This is an optimization exercise on Yosys and OpenROAD, whose aim is small area, a short achievable clock period and few clock cycles, not a production implementation.
In this exercise RTL edits were held to simulation tests only and were not proved equivalent to the original.
The clock port is modelled as an ideal driver; clocking choices that lean on that would not hold on a real chip.
Power figures rest on the tool's default switching activity, not on a simulated workload.

==> flow/design.v (outline; a module is shown in full before it is edited, if it fits) <==
// module rv32i_alu: 39 lines
// module rv32i_register: 19 lines
// module rv32i_csr: 91 lines
// module rv32c_decompress: 372 lines
// module rv32i_core: 396 lines
// module qspi_master: 216 lines
// module mem_ctl: 387 lines
// module cpu_top: 42 lines
module cpu_top (
    input  wire       clk,
    input  wire       rst_n,
    input  wire [1:0] boot_mode,
    output wire       flash_cs_n,
    output wire       ram_cs_n,
    output wire       qspi_sck,
    input  wire [3:0] qspi_io_in,
    output wire [3:0] qspi_io_out,
    output wire [3:0] qspi_io_oe,
    output wire       error_flag
);
  // ...
==> flow/run.sh <==
#!/bin/bash
# synth_recipe.tcl (not shown) runs the flow's synth.tcl, then flattens the netlist and writes it again
# the make line also repeats each setting of config.mk as NAME=value (left out here)
make -C /OpenROAD-flow-scripts/flow DESIGN_CONFIG=/design/flow/config.mk WORK_HOME=/design/flow/orfs CLKGATE_MAP_FILE= SYNTH_SCRIPT=/design/flow/synth_recipe.tcl finish
==> flow/config.mk <==
export PLATFORM = sky130hd
export DESIGN_NAME = cpu_top
export DESIGN_NICKNAME = cpu_top
export VERILOG_FILES = /design/flow/design.v
export SDC_FILE = /design/flow/constraint.sdc
export NUM_CORES = 8
export LEC_CHECK = 0
export CAP_MARGIN = 20
export CORE_MARGIN = 2
export CORE_UTILIZATION = 40
export CTS_CLUSTER_DIAMETER = 70
export CTS_CLUSTER_SIZE = 20
export SETUP_SLACK_MARGIN = 5
export SLEW_MARGIN = 20
==> flow/constraint.sdc <==
create_clock -name core_clock -period 10.0 [get_ports {clk}]
set_input_delay 2.0000 -clock core_clock [delete_from_list [all_inputs] [get_ports {clk}]]
set_output_delay 2.0000 -clock core_clock [all_outputs]
set_load 0.01 [all_outputs]
==> impl_metrics.yaml, run 1 <==
status:
  status: "finished clean"
route:
  dr_wl_met2_um: 421100
  drcViolationCount: 0
global_route:
  grt_pass1_vias: 164800
  grt_use_met1_pct: 43.24
  grt_use_total_pct: 32.91
  grt_max_degree: 129
  grtUsageMet3_pct: 10.94
logic_synthesis:
  muxShareOfSynthArea_pct: 9.481
  yosysTopAreaCell: "edfxtp_1"
  seq_area_frac_synth_pct: 60.08
  yosys-top-cells-area: "edfxtp_1, mux4_2, dfrtp_1, nand2_1, o21ai_0"
  syn_inst: 18700
worst_hold_path:
  hold_end: "mem_ctrl.bus.s2$_DFF_PN0_"
  hold_path_class: "reg -> reg"
  hp-start: "mem_ctrl.bus.s1$_DFF_PN0_"
clock_tree:
  cts_resized: 541
  post_cts_buffers: 197
  cts_buffers: 356
  insertion_delay_ps: 1120
layout:
  multi_input_area_um2: 90220
  clkCellAreaFrac_pct: 4.554
  nNonClkInverters: 255
  seq_area_um2: 140400
  final_common_cell: "edfxtp_1"
worst_setup_path:
  r2r-start: "mem_ctrl.dc_vw[3][0]$_DFF_PN0_"
  path_delay_family: "compound AO/OA/AOI/OAI gates"
  worst_setup_path_start_kind: "register"
  critPathSlowestCell: "a222oi_1"
  crit_arrival_ps: 6030
  crit_end: "cpu_core.ex_b[20]$_DFFE_PP_"
  reg2reg_slack_ps: 4740
floorplan:
  start_util_pct: 40.17
power:
  p_comb_share_pct: 7.0
  p_sw_share_pct: 25.21
sta:
  rsz0062_at_grt: "yes"
  setup_viol: 0
flow_run:
  cap_violations: 0
Testbench counts, summed over its fixed seeds: cycles 834,486.
==> run 2: changes to the inputs <==
==> flow/flow/run.sh (new file) <==
#!/bin/bash
set -euo pipefail
export CTS_ARGS="-sink_clustering_enable -repair_clock_nets -sink_clustering_size 20 -sink_clustering_max_diameter 70 -dont_use_dummy_load"
bash standard.sh > standard.log 2>&1
==> flow/standard.sh (new file) <==
#!/bin/bash
# synth_recipe.tcl (not shown) runs the flow's synth.tcl, then flattens the netlist and writes it again
# the make line also repeats each setting of config.mk as NAME=value (left out here)
make -C /OpenROAD-flow-scripts/flow DESIGN_CONFIG=/design/flow/config.mk WORK_HOME=/design/flow/orfs CLKGATE_MAP_FILE= SYNTH_SCRIPT=/design/flow/synth_recipe.tcl "${@:-finish}"
--- a/flow/config.mk
+++ b/flow/config.mk
@@ -8,7 +8,5 @@
 export CAP_MARGIN = 20
 export CORE_MARGIN = 2
 export CORE_UTILIZATION = 40
-export CTS_CLUSTER_DIAMETER = 70
-export CTS_CLUSTER_SIZE = 20
 export SETUP_SLACK_MARGIN = 5
 export SLEW_MARGIN = 20
removed: flow/run.sh
==> run 2 against run 1 <==
Net effect: sequential cell count unchanged; hold slack worse by 14 ps; die area unchanged; fmax up 0.94%; critical endpoint is now cpu_core.ex_b[5]$_DFFE_PP_; largest cell class unchanged; largest power group unchanged.
==> impl_metrics.yaml, run 2 <==
clock_tree:
  cts_sinks: 4832
  cts_root_buf: "clkbuf_16"
  cts_buffers: 356
  cts_tree: "done"
  htreeDepth: 5
  clk_pin_slew_ps: 90
  insertion_delay_ps: 1120
  clk_path_buf_depth: 4
layout:
  top_regs: "mem_ctrl.dc_data: 1280 flops, cpu_core.regfile.regs: 992 flops, mem_ctrl.ic_data: 896 flops"
  final_common_cell: "edfxtp_1"
  layout_common_cells: "edfxtp_1, nand2_1, o21ai_0, nor2_1, a21oi_1"
  final_area_um2: 261600
  area_growth_pct: 11.99
  layout-drive-gt1-share_pct: 17.18
  fin_nets: 18840
  largest_reg_flops: 1280
  regMostFlops: "mem_ctrl.dc_data"
  nFillCells: 52320
route:
  routedWlPerCell_um: 38.38
  drtIter0Drc: 33550
  firstDrtPassIters: 17
  viasPerCell: 6.813
  drcViolationCount: 0
  antenna_left: 0
  via_count: 180300
  wl_um: 1015000
logic_synthesis:
  ys_warn_count: 50
  synthAdderAreaFrac_pct: 0.9834
  synth-xor-area-share_pct: 3.401
  synth_area_um2: 233600
  yosysUniqueCellTypes: 128
  synth_compound_area_share_pct: 13.32
  syn_inst: 18700
  synthesis.area_per_instance_um2: 12.49
  synth_top_area_share_pct: 53.23
  async_flop_share_pct: 8.920
  synthFlopType: "edfxtp_1"
  synth_top_family_by_area: "compound AO/OA/AOI/OAI gates"
  muxShareOfSynthArea_pct: 9.481
  synth_edf_count: 4141
  yosys-top-cells-area: "edfxtp_1, mux4_2, dfrtp_1, nand2_1, o21ai_0"
  yosysTopAreaCell: "edfxtp_1"
  syn-num-nets: 18890
  synth_most_common_cell: "edfxtp_1"
  synth_top_cells_by_count: "edfxtp_1, nand2_1, nor2_1"
  ys_ff_latch: 4832
  seq_area_frac_synth_pct: 60.08
  yosys.area_share.simple_pct: 9.612
global_route:
  grt_antenna_before_repair: 82
  grt_max_degree: 129
  grt_pass1_wl_um: 1370000
  grt_remaining_overflow: 0
  grt_use_total_pct: 32.95
  grt_pass1_vias: 164500
worst_setup_path:
  crit_path_max_fanout: 33
  critical_path_class: "reg -> reg"
  required_ps: 10840
  worst-r2r-cell-count: 19
  crit_arrival_ps: 6040
  critical_path.endpoint_type: "register"
  worst_setup_path_start_kind: "register"
place:
  dpl_cell_area_um2: 244300
  place.gp.congestion: 1.053
  port_buffers: 19
  dp_hpwl_um: 639900
power:
  peakVddDrop_mv: 0.1921
  p_comb_share_pct: 7.5
  pwr-share-clk_pct: 33.5
  p_switching_w: 0.009362
  power.internal_w: 0.03023
  pwr-share-seq_pct: 59.0
  p_per_area_nw_per_um2: 151.3
  p_sw_share_pct: 23.65
  power_w: 0.03959
  p_leak_nw: 87.49
status:
  status: "finished clean"
flow_run:
  cap_violations: 0
sta:
  fin_setup_tns_ps: 0
  worst_slew_pin_slew_ps: 1431
  skew_ps: 161.5
  fmax_mhz: 192.1
  fin_crit_sh_pct: 52.06
  rsz0062_at_grt: "yes"
  final_hold_viol_count: 0
  fin_crit_ps: 5206
  setup_viol: 0
  drv_slew: 0
  slew_headroom_pct: 3.869
floorplan:
  coreArea_um2: 581600
  dieHeight_um: 768.2
  dieArea_um2: 590100
  start_util_pct: 40.17
  std_cell_rows: 280
  ioPinCount: 20
  die_w_um: 768.2
worst_hold_path:
  hold_path_class: "reg -> reg"
  whs_path_depth: 0
## run 2: cell counts after synthesis
Identical to the previous run, type by type.
## run 2: kinds of logic (layout without fill, tap and decap cells)
logic type / Yosys count / after routing
XOR/XNOR: 907 / 907
multiplexers: 1432 / 1432
flip-flops: 4832 / 4832
AND/OR/NAND/NOR: 4927 / 4935
buffers and inverters: 1754 / 1688
other: 0 / 54
adder cells (fa/ha/maj): 180 / 180
AO/OA/AOI/OAI: 4669 / 4674
## run 2: layer usage
metal  vias to the layer above  wire length, um  global-route usage [%]
met2                     15200           421400                   47.32
met3                      3833           146300                   10.88
met1                     89470           366100                   43.22
met5                         -             1484                  0.8360
li1                      71700                -                       -
met4                        56            80160                   19.81
## run 2: layout make-up
cell class                      count  area (um2)  area share (%)
Multi-Input combinational cell  12130       90230           34.49
Timing Repair inverter              7       50.05         0.01913
Sequential cell                  4832      140500           53.69
Antenna cell                       54       135.1         0.05166
Clock buffer                      356        8909           3.405
Timing Repair Buffer             1080       11160           4.268
Inverter                          245       954.7          0.3649
Tap cell                         7755        9703           3.709
## run 2: stage by stage
| step | std cells | util [%] | hold slack [ps] | setup WS (ps) |
|---|---|---|---|---|
| 6_report | 26460 | 44.98 | 361.6 | 4794 |
| 2_1_floorplan | 18700 | - | 348.6 | 3705 |
| 3_3_place_gp | 25650 | 41.98 | 354.2 | 2707 |
| 4_1_cts | 26280 | 44.50 | 367.9 | 4922 |
| 5_1_grt | 26410 | 44.96 | 365.5 | 4833 |
| 3_5_place_dp | 25660 | 42.01 | 363.1 | 2859 |
## run 2: timing repair
action,4_1_cts,5_1_grt
pin swaps,115,92
gates cloned,42,16
setup buffers,220,98
resized for setup,563,279
endpoints found under the setup margin,3407,2313
hold buffers,0,0
## run 2: power groups by stage
stage	clock network, W	logic [W]	registers [W]
after floorplan	0	0.00205	0.0235
after global placement	0	0.00272	0.0238
after detailed placement	0	0.00286	0.0238
after CTS	0.0133	0.00287	0.0234
after global routing	0.0139	0.00329	0.0234
final	0.0133	0.00296	0.0234
## run 2: path summary, 6_finish.rpt
path                       slack, ps                                   end                           start
min reg2reg                      360         mem_ctrl.wb_data[7]$_DFFE_PP_    cpu_core.ex_rs2[7]$_DFFE_PP_
min in group asynchronous        860       cpu_core.clr_cnt[2]$_DFFE_PN0N_                           rst_n
max in group asynchronous       6940  cpu_core.csr_file.mtime[9]$_DFF_PN0_                           rst_n
min                              360         mem_ctrl.wb_data[7]$_DFFE_PP_    cpu_core.ex_rs2[7]$_DFFE_PP_
max reg2reg                     4790            cpu_core.ex_b[5]$_DFFE_PP_  cpu_core.ld_addr[11]$_DFFE_PP_
max                             4790            cpu_core.ex_b[5]$_DFFE_PP_  cpu_core.ld_addr[11]$_DFFE_PP_
## run 2: critical path: stages, from the launching register on
cell	delay, ps
edfxtp_1	550
buf_12	230
xor2_1	330
nor4_1	100
nand4_1	130
buf_4	160
nor2_4	40
buf_4	160
buf_12	130
buf_4	160
a221oi_1	310
nand3_1	300
a21oi_2	350
buf_4	320
mux2i_1	300
a31oi_4	470
o32ai_4	130
buf_4	310
mux2_2	340
a21o_1	150

## afterwards: timing with drivers on the ports
Ports are ideal in the flow. The routed layouts listed here were re-timed in OpenROAD.
Step 1: set_driving_cell puts a clkbuf_16 on clk and a buf_2 on each other input, an assumption about the parent block.
Step 2 adds t to the input delays and takes it off the output delays; t is the mean of the earliest and latest rising clock arrival at the registers after step 1. Input paths then give back, and output paths get back, about the clock's delay inside the block.
Three values: ideal, step 1, step 2; two values: the first two.
run	t, ns	slack for setup (ns)	worst setup path at the end	worst register clock-pin slew, ns	pins driven straight from the clock port
run 1	1.185	4.745 / 4.745 / 4.745	register to register	0.09 / 0.09	1
run 2	1.161	4.794 / 4.794 / 4.794	register to register	0.09 / 0.09	1
After both steps setup and hold are still met in every run listed.
